From an optimization exercise on the open Yosys and OpenROAD flow, aimed at small area; shortcuts taken in it are not production practice. The RTL was checked by simulation tests, not by an equivalence proof against the original design.

==> flow/design.v, too long to show whole: its modules and the start of the top module <==
// module FIR2: 1164 lines
// module FIR2_fa: 6 lines
// module FIR2_ha: 6 lines
module FIR2 (X, clk, Y, reset);
  // ...
==> flow/flow/run.sh <==
#!/bin/bash
# Standard ORFS flow (the standard.sh), with the port buffers that
# buffer_ports inserts on every input and output made the smallest buffer.
set -o pipefail
export BUFFER_PORTS_ARGS="-buffer_cell sky130_fd_sc_hd__buf_1"
bash standard.sh > standard_flow.log 2>&1
==> flow/standard.sh <==
#!/bin/bash
# synth_recipe.tcl (not shown) runs the flow's synth.tcl, then flattens the netlist and writes it again
# the make line also repeats each setting of config.mk as NAME=value (left out here)
make -C /OpenROAD-flow-scripts/flow DESIGN_CONFIG=/design/flow/config.mk WORK_HOME=/design/flow/orfs CLKGATE_MAP_FILE= SYNTH_SCRIPT=/design/flow/synth_recipe.tcl "${@:-finish}"
==> flow/config.mk <==
export PLATFORM = sky130hd
export DESIGN_NAME = FIR2
export DESIGN_NICKNAME = FIR2
export VERILOG_FILES = /design/flow/design.v
export SDC_FILE = /design/flow/constraint.sdc
export NUM_CORES = 4
export LEC_CHECK = 0
export CAP_MARGIN = 20
export CORE_MARGIN = 2
export CORE_UTILIZATION = 40
export CTS_BUF_LIST = sky130_fd_sc_hd__clkbuf_4
export CTS_CLUSTER_DIAMETER = 50
export CTS_CLUSTER_SIZE = 10
export SLEW_MARGIN = 20
export SYNTH_HIERARCHICAL = 1
==> flow/constraint.sdc <==
create_clock -name core_clock -period 15.0 [get_ports {clk}]
set_input_delay 3.0000 -clock core_clock [delete_from_list [all_inputs] [get_ports {clk}]]
set_output_delay 3.0000 -clock core_clock [all_outputs]
set_load 0.01 [all_outputs]
==> results.txt, run 1 <==
----------------------------------------------------
[Worst setup path]
  Worst EP arrival ... 15.03 ns
  Worst path most repeated cell ... sky130_fd_sc_hd__fa_1
  Crit path depth ... 34
  Startpoint class of the critical path ... flip-flop

[Final layout]
  Area delta synth->final ... 7.609%
  Layout Utilization ... between 40% and 50%
  Multi-input logic area ... ~0.017 mm²
  Proportion of cell area occupied by registers ... 41.32%
  Count of clock buffers in the final design ... 94
  Number of nets at the end of the flow ... roughly 3100

[Floorplan]
  Die outline area ... 0.08344 mm²
  Std cell rows ... 104
  Area of the core ... 0.08042 mm²

[Clock network]
  Hold buffer count at CTS ... 0
  Post-CTS clock slew at the launch and capture registers of the worst setup and hold paths ... 0.11 ns
  Root buffer cell ... sky130_fd_sc_hd__clkbuf_4
  Clock buffers created by TritonCTS ... 90
  Clock network latency to the later pin of the worst-skew pair ... 0.90 ns

[Synth]
  Share of flip-flops with an asynchronous set or reset after synthesis ... 2.793%
  Area share of xor/xnor cells in the synthesized design ... 0.2159%
  Ys Warns ... 7
  Post-synthesis compound-gate area fraction ... 0.9482%
  Net count of the mapped netlist ... 2988
  Mapped cell area ... 0.03246 mm²

[Routing]
  DRC violation count after routing ... 0
  Drt total wl ... 81530 µm
  Per-cell routed wire length ... 24.06 µm
  Met2 wire len ... 38520 µm

[Place]
  Cell Count Post-Placement ... 3269

[Global route]
  Maximum number of pins on one net before global-route repair ... 21
  Combined global-route utilization of all metal layers ... 20.48%
  Congestion Overflow GR ... 0
  Most heavily used metal layer in global routing ... met2
  Met1 track demand over resource ... 28.36%

[Min path]
  Tightest Hold Check Type ... reg -> reg
  Worst Hold Path EP ... d32[0]$_DFF_P_

[STA]
  Hold Vio Cnt, Final ... 0
  Worst-case hold slack ... 0.2580 ns
  Measured slew at the worst slew-check pin ... between 0.9 and 1 ns

[Outcome]
  Outcome ... complete, no violations

----------------------------------------------------
==> inputs of run 2 (changes only) <==
--- a/flow/config.mk
+++ b/flow/config.mk
@@ -8,8 +8,8 @@
 export CAP_MARGIN = 20
 export CORE_MARGIN = 2
 export CORE_UTILIZATION = 40
-export CTS_BUF_LIST = sky130_fd_sc_hd__clkbuf_4
+export CTS_BUF_LIST = sky130_fd_sc_hd__clkbuf_4 sky130_fd_sc_hd__clkbuf_8
 export CTS_CLUSTER_DIAMETER = 50
-export CTS_CLUSTER_SIZE = 10
+export CTS_CLUSTER_SIZE = 12
 export SLEW_MARGIN = 20
 export SYNTH_HIERARCHICAL = 1
==> results.txt, run 2 <==
----------------------------------------------------
[Outcome]
  Outcome ... complete, no violations

[Place]
  Routability-driven placement congestion ratio ... 0.9648
  I/O Buffers ... 27
  Final HPWL DP ... 71100 µm
  Placed inst area ... around 0.034 mm²

[Worst setup path]
  Startpoint class of the critical path ... flip-flop
  Highest-delay cell along the critical path ... sky130_fd_sc_hd__fa_1
  Critical path type ... reg -> reg
  Worst path most repeated cell ... sky130_fd_sc_hd__fa_1
  Delay of the slowest critical-path stage ... 0.83 ns
  Critical Path Fanout Max ... 11
  Kind of capture point of the worst setup path ... flip-flop
  Req. time, crit path ... roughly 16 ns
  Worst EP arrival ... 14.90 ns (-0.13 ns)

[Synth]
  Ys Warns ... 7 (unchanged)
  Most numerous cell in the Yosys netlist ... sky130_fd_sc_hd__fa_1
  Net count of the mapped netlist ... 2988 (unchanged)
  Share of flip-flops with an asynchronous set or reset after synthesis ... 2.793% (unchanged)
  Cell types with the largest area share after synthesis ... sky130_fd_sc_hd__fa_1 (44%), sky130_fd_sc_hd__dfxtp_1 (43%), sky130_fd_sc_hd__nand2_1 (4.2%), sky130_fd_sc_hd__ha_1 (2.8%), sky130_fd_sc_hd__inv_1 (2.0%)
  Commonest cells in the netlist ... sky130_fd_sc_hd__fa_1 (711), sky130_fd_sc_hd__dfxtp_1 (696), sky130_fd_sc_hd__nand2_1 (366), sky130_fd_sc_hd__inv_1 (176), sky130_fd_sc_hd__ha_1 (72)
  Primary flip-flop cell chosen by synthesis mapping ... sky130_fd_sc_hd__dfxtp_1
  Gate count after technology mapping ... approximately 2200
  Synth unique cells ... 42
  Total of flip-flops plus latches after synthesis ... 716
  Number of synthesized flops with an enable pin ... 0
  Yosys top cell by area ... sky130_fd_sc_hd__fa_1
  Post-Synthesis Mean Instance Area ... 14.82 µm²
  Post-synth top area share ... 43.85%
  Register area share after synthesis ... roughly 44%
  Mapped cell area ... 0.03246 mm² (unchanged)

[Clock network]
  Clk buf depth ... 3
  Max H-tree Level ... 3
  Clock Sinks ... 716
  Hold buffer count at CTS ... 0 (unchanged)
  Clock network latency to the later pin of the worst-skew pair ... 0.71 ns (-0.19 ns)
  Resized cells post-CTS ... 0
  Clock tree from TritonCTS ... built
  Post CTS Setup Buffer Count ... 0
  Root buffer cell ... sky130_fd_sc_hd__clkbuf_8
  Post-CTS clock slew at the launch and capture registers of the worst setup and hold paths ... 0.08 ns (-0.03 ns)
  Clock buffers created by TritonCTS ... 83 (-7.8%)

[Final layout]
  Filler instances ... a little over 7000
  Area of all placed cells without fillers ... roughly 0.036 mm²
  Area delta synth->final ... 9.571%
  Total area of sequential cells ... between 0.01 and 0.015 mm²
  Commonest non-fill, non-tap cells in the layout ... sky130_fd_sc_hd__fa_1 (711), sky130_fd_sc_hd__dfxtp_1 (696), sky130_fd_sc_hd__nand2_1 (366)
  Largest register by flop count ... Y
  Multi-input logic area ... 0.01719 mm² (unchanged)
  Number of nets at the end of the flow ... 3091 (-0.23%)
  Layout cell share with drive strength beyond 1 ... 6.849%
  Max reg flops ... 14
  Most frequent standard cell in the layout excluding fill and tap cells ... sky130_fd_sc_hd__fa_1

[Floorplan]
  Initial standard-cell utilization of the core ... 40.36%
  Std cell rows ... 104 (unchanged)
  Chip Height ... 288.9 µm
  Area of the core ... 0.08042 mm² (unchanged)
  I/O Pins ... 28
  DIE WIDTH ... between 200 and 300 µm
  Die outline area ... 0.08344 mm² (unchanged)

[Routing]
  Pre-antenna DRT Iters ... 5
  Number of vias per cell ... 4.624
  Drt total wl ... 81820 µm (+0.35%)
  Iter 0 DRT Violations ... 889
  Per-cell routed wire length ... 24.08 µm (about the same)
  DRC violation count after routing ... 0 (unchanged)
  Number of antenna-violating nets in the routed design ... 0
  Vias ... approximately 16000

[STA]
  Measured slew at the worst slew-check pin ... 0.9601 ns (-0.01025 ns)
  Worst-case hold slack ... 0.2870 ns (+0.02898 ns)
  Final period util ... 95.62%
  Largest clock skew in the final design ... 0.05829 ns
  Final worst path period need ... 14.34 ns
  Endpoints failing setup ... 0
  Maximum frequency from static timing analysis ... 69.72 MHz
  Worst rel slew slack ... 35.60%
  Number of pins exceeding their max-slew limit in the final report ... 0
  RSZ-0062 raised after global routing ... false
  Setup TNS after final layout ... 0 ns
  Hold Vio Cnt, Final ... 0 (unchanged)

[Global route]
  Initial antenna violation count ... 3
  Maximum number of pins on one net before global-route repair ... 21 (unchanged)
  Congestion Overflow GR ... 0 (unchanged)
  Wire length of the first global-routing pass ... 119600 µm
  Combined global-route utilization of all metal layers ... 20.54% (+0.065 points)
  Vias in the first global route ... between 15000 and 20000

[Run]
  Reported max-cap violation count ... 0

[Min path]
  Tightest Hold Check Type ... reg -> reg

----------------------------------------------------
[run 2: kinds of logic (layout without fill, tap and decap cells)]
family	after synthesis	after routing	synth area share, %
fa+ha+maj	784	784	46.66
flops	716	716	44.47
simple gates	421	421	5.073
buf+inv	215	360	2.575
compound gates	45	45	0.9483
xor+xnor	8	8	0.2159
mux	2	2	0.06553
other cells	0	2	0
[run 2: final timing paths]
check                                    from                  to  slack, ns  cells after the start
setup / recovery           cnt[4]$_DFFE_PP0P_     Y[13]$_DFF_PP0_       0.66                     34
hold reg to reg                d15[5]$_DFF_P_      d16[5]$_DFF_P_       0.29                      0
max in group asynchronous               reset  cnt[3]$_DFFE_PP0P_      12.13                      2
hold / removal                 d15[5]$_DFF_P_      d16[5]$_DFF_P_       0.29                      0
setup reg to reg           cnt[4]$_DFFE_PP0P_     Y[13]$_DFF_PP0_       0.66                     34
min in group asynchronous               reset      Y[0]$_DFF_PP0_       2.38                      2
[run 2: layout make-up]
class	instances	share of cell area, %
Antenna cell	2	0.01407
Clock buffer	98	3.634
Clock inverter	29	0.9463
Inverter	178	1.879
Multi-Input combinational cell	1260	48.34
Sequential cell	716	40.58
Tap cell	1060	3.729
Timing Repair Buffer	55	0.8760
[run 2: critical path, delay by kind of cell, from the launching register on]
family | cells | cell delay (ns)
adder cells (fa/ha/maj) | 26 | 11.89
AND/OR/NAND/NOR | 3 | 0.31
buffers and inverters | 2 | 0.56
AO/OA/AOI/OAI | 2 | 0.60
flip-flops | 1 | 0.51
XOR/XNOR | 1 | 0.32
[run 2: per-layer routing]
layer,wire [µm],global-route usage (%),vias to the layer above
li1,-,-,6817
met1,36470,28.58,8400
met2,38670,32.95,392
met3,4933,4.323,102
met4,1737,5.399,0
met5,0,0,-
[run 2: per-module statistics from Yosys, one instance, submodules excluded]
| module | copies in the design | cells inside | flip-flops and latches |
|---|---|---|---|
| FIR2_fa | 708 | 1 | 0 |
| FIR2 | 1 | 1436 | 716 |
| FIR2_ha | 47 | 1 | 0 |
[run 2: through the flow]
step,cells,util (%),setup slack (ns)
CTS,3396,44.22,0.6586
finish,3398,44.23,0.6575
floorplan,2191,-,1.230
detailed placement,3269,42.20,0.4610
global placement,3269,42.20,0.5584
global route,3397,44.22,0.1770

what the ideal ports hide:
In the flow no input, the clock included, has a driving cell. The finished layouts below were timed again as built, in two steps.
Step 1, drivers: a clkbuf_16 drives clk and a buf_2 each remaining input, both assumed.
Step 2 adds t to the input delays and takes it off the output delays; t is the mean of the earliest and latest rising clock arrival at the registers after step 1. Input paths then give back, and output paths get back, about the clock's delay inside the block.
Three values: no drivers, after step 1, after step 2; two values: the first two.
| run | t (ns) | slack for setup (ns) | latest minus earliest clock arrival (ns) | slew at the worst register clock pin (ns) | pins driven straight from the clock port |
|---|---|---|---|---|---|
| run 1 | 0.907 | 0.691 / 0.691 / 0.569 | 0.114 / 0.115 | 0.12 / 0.12 | 1 |
| run 2 | 0.740 | 0.657 / 0.657 / 0.585 | 0.068 / 0.068 | 0.08 / 0.08 | 1 |
After both steps setup and hold are still met in every run listed. The setup slack of run 1, which loses most, moves by 0.000 ns with the drivers and by -0.122 ns with both steps.
